This is an optimization exercise on Yosys and OpenROAD, whose aim is small area, a short achievable clock period and few clock cycles per item, not a production implementation.
Function was checked by simulation only, so behaviour that the tests miss may differ from the original.
Power is estimated from default activity; no workload was simulated.

// simple_modular_adder
module simple_modular_adder(a,b,clk,rst,out,done);
input [255:0] a,b;
input clk,rst;
output [255:0] out;
output done;
wire [254:6] hs;
wire [62:0] bg, bp;
wire [31:0] pg, pp, eg;
wire [5:0] l0, l1;
wire c0, c1;
ma_low u_low(.a(a[4:0]), .b(b[4:0]), .x5(a[5] ^ b[5]), .l0(l0), .l1(l1), .c0(c0), .c1(c1));
ma_blk4 u_a0(.a(a[9:6]), .b(b[9:6]), .al(a[5]), .bl(b[5]), .hs(hs[9:6]), .bg(bg[0]), .bp(bp[0]));
ma_blk4 u_a1(.a(a[13:10]), .b(b[13:10]), .al(a[9]), .bl(b[9]), .hs(hs[13:10]), .bg(bg[1]), .bp(bp[1]));
ma_blk4 u_a2(.a(a[17:14]), .b(b[17:14]), .al(a[13]), .bl(b[13]), .hs(hs[17:14]), .bg(bg[2]), .bp(bp[2]));
ma_blk4 u_a3(.a(a[21:18]), .b(b[21:18]), .al(a[17]), .bl(b[17]), .hs(hs[21:18]), .bg(bg[3]), .bp(bp[3]));
ma_blk4 u_a4(.a(a[25:22]), .b(b[25:22]), .al(a[21]), .bl(b[21]), .hs(hs[25:22]), .bg(bg[4]), .bp(bp[4]));
ma_blk4 u_a5(.a(a[29:26]), .b(b[29:26]), .al(a[25]), .bl(b[25]), .hs(hs[29:26]), .bg(bg[5]), .bp(bp[5]));
  ...
Size: about 1900 cells after synthesis, ~770 I/O pins.
clock: 5.0 ns
lec_check: 0
cap_margin: 20
core_margin: 2
core_utilization: 40
cts_cluster_diameter: 60
cts_cluster_size: 25
place_density: 0.8
setup_slack_margin: 2.3
slew_margin: 20
synth_hierarchical: 1
standard.sh (not shown) runs the stock make flow with config.mk's settings and CLKGATE_MAP_FILE= SYNTH_SCRIPT=/design/flow/synth_recipe.tcl, a recipe that flattens the netlist after the stock synthesis.
==> flow/flow/run.sh <==
#!/bin/bash
# Layout flow: the standard ORFS flow (standard.sh), run on a config (own.mk) that
# includes the standard flow's config.mk and adds two settings:
#  - the port buffers are the smallest plain buffer, sky130_fd_sc_hd__buf_1, instead of
#    the delay cell buffer_ports picks by default (every port still gets its buffer);
#  - slow cells with long PMOS stacks (3- and 4-input OR/NOR and some complex AOI/OAI
#    gates) are added to the platform's don't-use list.
# Synthesis, registers, floorplan, power grid, tap cells, CTS and routing are the standard
# flow's. The make output goes to standard.log; ORFS keeps each step's log under orfs/logs.
set -euo pipefail
here=$(pwd)
cat > own.mk <<EOM
include $here/config.mk
export BUFFER_PORTS_ARGS = -buffer_cell sky130_fd_sc_hd__buf_1
export DONT_USE_CELLS = sky130_fd_sc_hd__nor3_1 sky130_fd_sc_hd__nor3_2 sky130_fd_sc_hd__nor3_4 sky130_fd_sc_hd__nor3b_1 sky130_fd_sc_hd__nor3b_2 sky130_fd_sc_hd__nor3b_4 sky130_fd_sc_hd__nor4_1 sky130_fd_sc_hd__nor4_2 sky130_fd_sc_hd__nor4_4 sky130_fd_sc_hd__nor4b_1 sky130_fd_sc_hd__nor4b_2 sky130_fd_sc_hd__nor4b_4 sky130_fd_sc_hd__nor4bb_1 sky130_fd_sc_hd__nor4bb_2 sky130_fd_sc_hd__nor4bb_4 sky130_fd_sc_hd__or3_1 sky130_fd_sc_hd__or3_2 sky130_fd_sc_hd__or3_4 sky130_fd_sc_hd__or3b_1 sky130_fd_sc_hd__or3b_2 sky130_fd_sc_hd__or3b_4 sky130_fd_sc_hd__or4_1 sky130_fd_sc_hd__or4_2 sky130_fd_sc_hd__or4_4 sky130_fd_sc_hd__or4b_1 sky130_fd_sc_hd__or4b_2 sky130_fd_sc_hd__or4b_4 sky130_fd_sc_hd__or4bb_1 sky130_fd_sc_hd__or4bb_2 sky130_fd_sc_hd__or4bb_4  sky130_fd_sc_hd__a2111o_1 sky130_fd_sc_hd__a2111o_2 sky130_fd_sc_hd__a2111o_4 sky130_fd_sc_hd__a2111oi_0 sky130_fd_sc_hd__a2111oi_1 sky130_fd_sc_hd__a2111oi_2 sky130_fd_sc_hd__a2111oi_4 sky130_fd_sc_hd__a222oi_1 sky130_fd_sc_hd__a2bb2o_1 sky130_fd_sc_hd__a2bb2o_2 sky130_fd_sc_hd__a2bb2o_4 sky130_fd_sc_hd__a2bb2oi_1 sky130_fd_sc_hd__a2bb2oi_2 sky130_fd_sc_hd__a2bb2oi_4 sky130_fd_sc_hd__a311o_1 sky130_fd_sc_hd__a311o_2 sky130_fd_sc_hd__a311o_4 sky130_fd_sc_hd__a311oi_1 sky130_fd_sc_hd__a311oi_2 sky130_fd_sc_hd__a311oi_4 sky130_fd_sc_hd__a32o_1 sky130_fd_sc_hd__a32o_2 sky130_fd_sc_hd__a32o_4 sky130_fd_sc_hd__a32oi_1 sky130_fd_sc_hd__a32oi_2 sky130_fd_sc_hd__a32oi_4 sky130_fd_sc_hd__a41o_1 sky130_fd_sc_hd__a41o_2 sky130_fd_sc_hd__a41o_4 sky130_fd_sc_hd__a41oi_1 sky130_fd_sc_hd__a41oi_2 sky130_fd_sc_hd__a41oi_4 sky130_fd_sc_hd__o2111a_1 sky130_fd_sc_hd__o2111a_2 sky130_fd_sc_hd__o2111a_4 sky130_fd_sc_hd__o2111ai_1 sky130_fd_sc_hd__o2111ai_2 sky130_fd_sc_hd__o2111ai_4 sky130_fd_sc_hd__o2bb2a_1 sky130_fd_sc_hd__o2bb2a_2 sky130_fd_sc_hd__o2bb2a_4 sky130_fd_sc_hd__o2bb2ai_1 sky130_fd_sc_hd__o2bb2ai_2 sky130_fd_sc_hd__o2bb2ai_4 sky130_fd_sc_hd__o311a_1 sky130_fd_sc_hd__o311a_2 sky130_fd_sc_hd__o311a_4 sky130_fd_sc_hd__o311ai_0 sky130_fd_sc_hd__o311ai_1 sky130_fd_sc_hd__o311ai_2 sky130_fd_sc_hd__o311ai_4 sky130_fd_sc_hd__o32a_1 sky130_fd_sc_hd__o32a_2 sky130_fd_sc_hd__o32a_4 sky130_fd_sc_hd__o32ai_1 sky130_fd_sc_hd__o32ai_2 sky130_fd_sc_hd__o32ai_4 sky130_fd_sc_hd__o41a_1 sky130_fd_sc_hd__o41a_2 sky130_fd_sc_hd__o41a_4 sky130_fd_sc_hd__o41ai_1 sky130_fd_sc_hd__o41ai_2 sky130_fd_sc_hd__o41ai_4 
EOM
sed "s#DESIGN_CONFIG=[^ ]*#DESIGN_CONFIG=$here/own.mk#" standard.sh > own.sh
bash own.sh > standard.log 2>&1
Testbench counts at the start, summed over its fixed seeds: cycles 1,024, items 512.
Change:
- PLACE_DENSITY: 0.8 -> unset
- SYNTH_HIERARCHICAL: 1 -> 0
What happened: Via count rose by 9.4%. Critical path depth is unchanged. Worst setup slack is worse by 0.0053 ns. Synthesized cell count rises by 26%. Fmax is about the same. Cell area increases by 2.2%. Sequential cell count falls by 1. Clock-buffer cell count goes up by 7. Cell count is higher by 18%.
Change:
- SYNTH_HIERARCHICAL: 0 -> 1
- SYNTH_MINIMUM_KEEP_SIZE: unset -> 200
What happened:
- non-clock buffer count drops by 24
- cell area drops by a few percent
- cell count drops by a few percent
- combinational power climbs by a few percent
- synthesized area drops slightly
- worst setup slack gains 0.043 ns
- first-iteration DRC count climbs slightly
- die area drops slightly
- via count hardly moves
- sequential cell count stays the same
- routed wire length climbs by a little under a tenth
Change:
- CTS_CLUSTER_DIAMETER: 60 -> 70
- CTS_CLUSTER_SIZE: 25 -> 30
After rerunning:
- worst setup slack is worse by 0.026 ns
- power drops by a few percent
- count of clock-buffer cells in the layout goes down by 5
- core utilization decreases by 0.45 points
- sequential share of layout area goes up by 0.34 points
- critical path depth climbs by 1
- routed wire length fell slightly
- area after synthesis is unchanged
- cell count is lower slightly
Change:
- CTS_CLUSTER_DIAMETER: 70 -> 60
- CTS_CLUSTER_SIZE: 30 -> 25
- SYNTH_MINIMUM_KEEP_SIZE: 200 -> unset
The changed run completed without violations.
Worst hold slack gains 0.0063 ns.
Worst setup slack stays flat.
Global-route usage drops by 0.72 points.
Via count went down by 7.8%.
Wire length goes down by 5.6%.
Change:
- CTS_CLUSTER_DIAMETER: 60 -> 70
- CTS_CLUSTER_SIZE: 25 -> 30
Count of clock-buffer cells in the layout came out lower by 7.
Hold slack improved by 0.0060 ns.
Global-route usage hardly moves.
Core utilization is lower by 0.38 points.
Design area shrinks by 0.73%.

========
simple_modular_adder, a different RTL version from the one above (not shown whole).
For scale: roughly 650 flip-flops, ~0.026 mm2 of cells after synthesis.
==> flow/design.v (excerpt) <==
module simple_modular_adder(a,b,clk,rst,out,done);
input [255:0] a,b;
input clk,rst;
output [255:0] out;
output done;
wire [254:6] hs;
wire [62:0] bg, bp, pg, pp;
wire [5:0] l0, l1;
wire c0, c1;
ma_low u_low(.a(a[4:0]), .b(b[4:0]), .x5(a[5] ^ b[5]), .l0(l0), .l1(l1), .c0(c0), .c1(c1));
ma_blk4 u_a0(.a(a[9:6]), .b(b[9:6]), .al(a[5]), .bl(b[5]), .hs(hs[9:6]), .bg(bg[0]), .bp(bp[0]));
ma_blk4 u_a1(.a(a[13:10]), .b(b[13:10]), .al(a[9]), .bl(b[9]), .hs(hs[13:10]), .bg(bg[1]), .bp(bp[1]));
ma_blk4 u_a2(.a(a[17:14]), .b(b[17:14]), .al(a[13]), .bl(b[13]), .hs(hs[17:14]), .bg(bg[2]), .bp(bp[2]));
ma_blk4 u_a3(.a(a[21:18]), .b(b[21:18]), .al(a[17]), .bl(b[17]), .hs(hs[21:18]), .bg(bg[3]), .bp(bp[3]));
ma_blk4 u_a4(.a(a[25:22]), .b(b[25:22]), .al(a[21]), .bl(b[21]), .hs(hs[25:22]), .bg(bg[4]), .bp(bp[4]));
ma_blk4 u_a5(.a(a[29:26]), .b(b[29:26]), .al(a[25]), .bl(b[25]), .hs(hs[29:26]), .bg(bg[5]), .bp(bp[5]));
ma_blk4 u_a6(.a(a[33:30]), .b(b[33:30]), .al(a[29]), .bl(b[29]), .hs(hs[33:30]), .bg(bg[6]), .bp(bp[6]));
ma_blk4 u_a7(.a(a[37:34]), .b(b[37:34]), .al(a[33]), .bl(b[33]), .hs(hs[37:34]), .bg(bg[7]), .bp(bp[7]));
ma_blk4 u_a8(.a(a[41:38]), .b(b[41:38]), .al(a[37]), .bl(b[37]), .hs(hs[41:38]), .bg(bg[8]), .bp(bp[8]));
ma_blk4 u_a9(.a(a[45:42]), .b(b[45:42]), .al(a[41]), .bl(b[41]), .hs(hs[45:42]), .bg(bg[9]), .bp(bp[9]));
  ...
==> flow/config.mk <==
export PLATFORM = sky130hd
export DESIGN_NAME = simple_modular_adder
export DESIGN_NICKNAME = simple_modular_adder
export VERILOG_FILES = /design/flow/design.v
export SDC_FILE = /design/flow/constraint.sdc
export NUM_CORES = 4
export LEC_CHECK = 0
export CAP_MARGIN = 20
export CORE_MARGIN = 2
export CORE_UTILIZATION = 40
export SETUP_SLACK_MARGIN = 2.0
export SLEW_MARGIN = 20
export SYNTH_HIERARCHICAL = 1
==> flow/constraint.sdc <==
create_clock -name core_clock -period 5.0 [get_ports {clk}]
set_input_delay 1.0000 -clock core_clock [delete_from_list [all_inputs] [get_ports {clk}]]
set_output_delay 1.0000 -clock core_clock [all_outputs]
set_load 0.01 [all_outputs]
==> flow/flow/run.sh <==
#!/bin/bash
# Layout flow: the standard ORFS flow (standard.sh, run on a config that includes
# the standard flow's config.mk) with two changes:
#  - the port buffers are the smallest plain buffer, sky130_fd_sc_hd__buf_1, instead of
#    the delay cell buffer_ports picks by default;
#  - (adder cells are mapped as in the standard flow)
#  - slow cells with long PMOS stacks (3- and 4-input OR/NOR and some complex gates) are
#    added to the don't-use list.
# Registers are untouched: they come from the standard synthesis.
set -euo pipefail
here=$(pwd)
cat > own.mk <<EOM
include $here/config.mk
export BUFFER_PORTS_ARGS = -buffer_cell sky130_fd_sc_hd__buf_1
export DONT_USE_CELLS = sky130_fd_sc_hd__nor3_1 sky130_fd_sc_hd__nor3_2 sky130_fd_sc_hd__nor3_4 sky130_fd_sc_hd__nor3b_1 sky130_fd_sc_hd__nor3b_2 sky130_fd_sc_hd__nor3b_4 sky130_fd_sc_hd__nor4_1 sky130_fd_sc_hd__nor4_2 sky130_fd_sc_hd__nor4_4 sky130_fd_sc_hd__nor4b_1 sky130_fd_sc_hd__nor4b_2 sky130_fd_sc_hd__nor4b_4 sky130_fd_sc_hd__nor4bb_1 sky130_fd_sc_hd__nor4bb_2 sky130_fd_sc_hd__nor4bb_4 sky130_fd_sc_hd__or3_1 sky130_fd_sc_hd__or3_2 sky130_fd_sc_hd__or3_4 sky130_fd_sc_hd__or3b_1 sky130_fd_sc_hd__or3b_2 sky130_fd_sc_hd__or3b_4 sky130_fd_sc_hd__or4_1 sky130_fd_sc_hd__or4_2 sky130_fd_sc_hd__or4_4 sky130_fd_sc_hd__or4b_1 sky130_fd_sc_hd__or4b_2 sky130_fd_sc_hd__or4b_4 sky130_fd_sc_hd__or4bb_1 sky130_fd_sc_hd__or4bb_2 sky130_fd_sc_hd__or4bb_4  sky130_fd_sc_hd__a2111o_1 sky130_fd_sc_hd__a2111o_2 sky130_fd_sc_hd__a2111o_4 sky130_fd_sc_hd__a2111oi_0 sky130_fd_sc_hd__a2111oi_1 sky130_fd_sc_hd__a2111oi_2 sky130_fd_sc_hd__a2111oi_4 sky130_fd_sc_hd__a222oi_1 sky130_fd_sc_hd__a2bb2o_1 sky130_fd_sc_hd__a2bb2o_2 sky130_fd_sc_hd__a2bb2o_4 sky130_fd_sc_hd__a2bb2oi_1 sky130_fd_sc_hd__a2bb2oi_2 sky130_fd_sc_hd__a2bb2oi_4 sky130_fd_sc_hd__a311o_1 sky130_fd_sc_hd__a311o_2 sky130_fd_sc_hd__a311o_4 sky130_fd_sc_hd__a311oi_1 sky130_fd_sc_hd__a311oi_2 sky130_fd_sc_hd__a311oi_4 sky130_fd_sc_hd__a32o_1 sky130_fd_sc_hd__a32o_2 sky130_fd_sc_hd__a32o_4 sky130_fd_sc_hd__a32oi_1 sky130_fd_sc_hd__a32oi_2 sky130_fd_sc_hd__a32oi_4 sky130_fd_sc_hd__a41o_1 sky130_fd_sc_hd__a41o_2 sky130_fd_sc_hd__a41o_4 sky130_fd_sc_hd__a41oi_1 sky130_fd_sc_hd__a41oi_2 sky130_fd_sc_hd__a41oi_4 sky130_fd_sc_hd__o2111a_1 sky130_fd_sc_hd__o2111a_2 sky130_fd_sc_hd__o2111a_4 sky130_fd_sc_hd__o2111ai_1 sky130_fd_sc_hd__o2111ai_2 sky130_fd_sc_hd__o2111ai_4 sky130_fd_sc_hd__o2bb2a_1 sky130_fd_sc_hd__o2bb2a_2 sky130_fd_sc_hd__o2bb2a_4 sky130_fd_sc_hd__o2bb2ai_1 sky130_fd_sc_hd__o2bb2ai_2 sky130_fd_sc_hd__o2bb2ai_4 sky130_fd_sc_hd__o311a_1 sky130_fd_sc_hd__o311a_2 sky130_fd_sc_hd__o311a_4 sky130_fd_sc_hd__o311ai_0 sky130_fd_sc_hd__o311ai_1 sky130_fd_sc_hd__o311ai_2 sky130_fd_sc_hd__o311ai_4 sky130_fd_sc_hd__o32a_1 sky130_fd_sc_hd__o32a_2 sky130_fd_sc_hd__o32a_4 sky130_fd_sc_hd__o32ai_1 sky130_fd_sc_hd__o32ai_2 sky130_fd_sc_hd__o32ai_4 sky130_fd_sc_hd__o41a_1 sky130_fd_sc_hd__o41a_2 sky130_fd_sc_hd__o41a_4 sky130_fd_sc_hd__o41ai_1 sky130_fd_sc_hd__o41ai_2 sky130_fd_sc_hd__o41ai_4 
EOM
sed "s#DESIGN_CONFIG=[^ ]*#DESIGN_CONFIG=$here/own.mk#" standard.sh > own.sh
bash own.sh > standard.log 2>&1
Testbench counts at the start, summed over its fixed seeds: cycles 1,024, items 512.
==> next run, changes <==
--- a/flow/config.mk
+++ b/flow/config.mk
@@ -11 +11 @@
-export SETUP_SLACK_MARGIN = 2.0
+export SETUP_SLACK_MARGIN = 2.3
- The changed run finished with timing, DRC and antenna clean
- global-route usage is about the same
- power grows by 4.7%
- design area grows by about 5%
- critical path depth grows by 1
- setup slack gains 180 ps
- utilization grows by 2.6 points
- via count grows by about 1.4%
- clock-buffer cell count shrinks by 2
- hold slack gains 13 ps
- die area stays the same
- cell count grows by about 0.33%

## afterwards: timing with drivers on the ports
The flow's constraints put no driver on any port. The routed layouts listed below were extracted and timed again, unchanged, in two steps.
Step 1 sets driving cells, clkbuf_16 on the clock port and buf_2 on the other inputs (assumed; they add their load-dependent delay and slew).
Step 2 moves the port delays by t, midway between the first and last clock arrival at a register: inputs arrive t later, outputs are due t later. That takes back most of the time a late clock gives input paths.
a / b / c = no drivers / after step 1 / after step 2; a / b = the first two.
run	shift t [ns]	setup WS [ns]	pins driven straight from the clock port
the first run of note 1	0.634	2.301 / 2.301 / 1.777	1
the second run of note 1	0.643	2.296 / 2.296 / 1.763	1
the third run of note 1	0.642	2.338 / 2.338 / 1.787	1
the fourth run of note 1	0.623	2.313 / 2.313 / 1.797	1
the fifth run of note 1	0.647	2.310 / 2.310 / 1.800	1
the sixth run of note 1	0.630	2.328 / 2.328 / 1.818	1
the first run of note 2	0.644	2.129 / 2.129 / 1.592	1
the second run of note 2	0.649	2.309 / 2.309 / 1.774	1
After both steps every run listed still meets setup and hold. The setup slack of the third run of note 1, which loses most, moves by 0.000 ns with the drivers and by -0.551 ns with both steps.
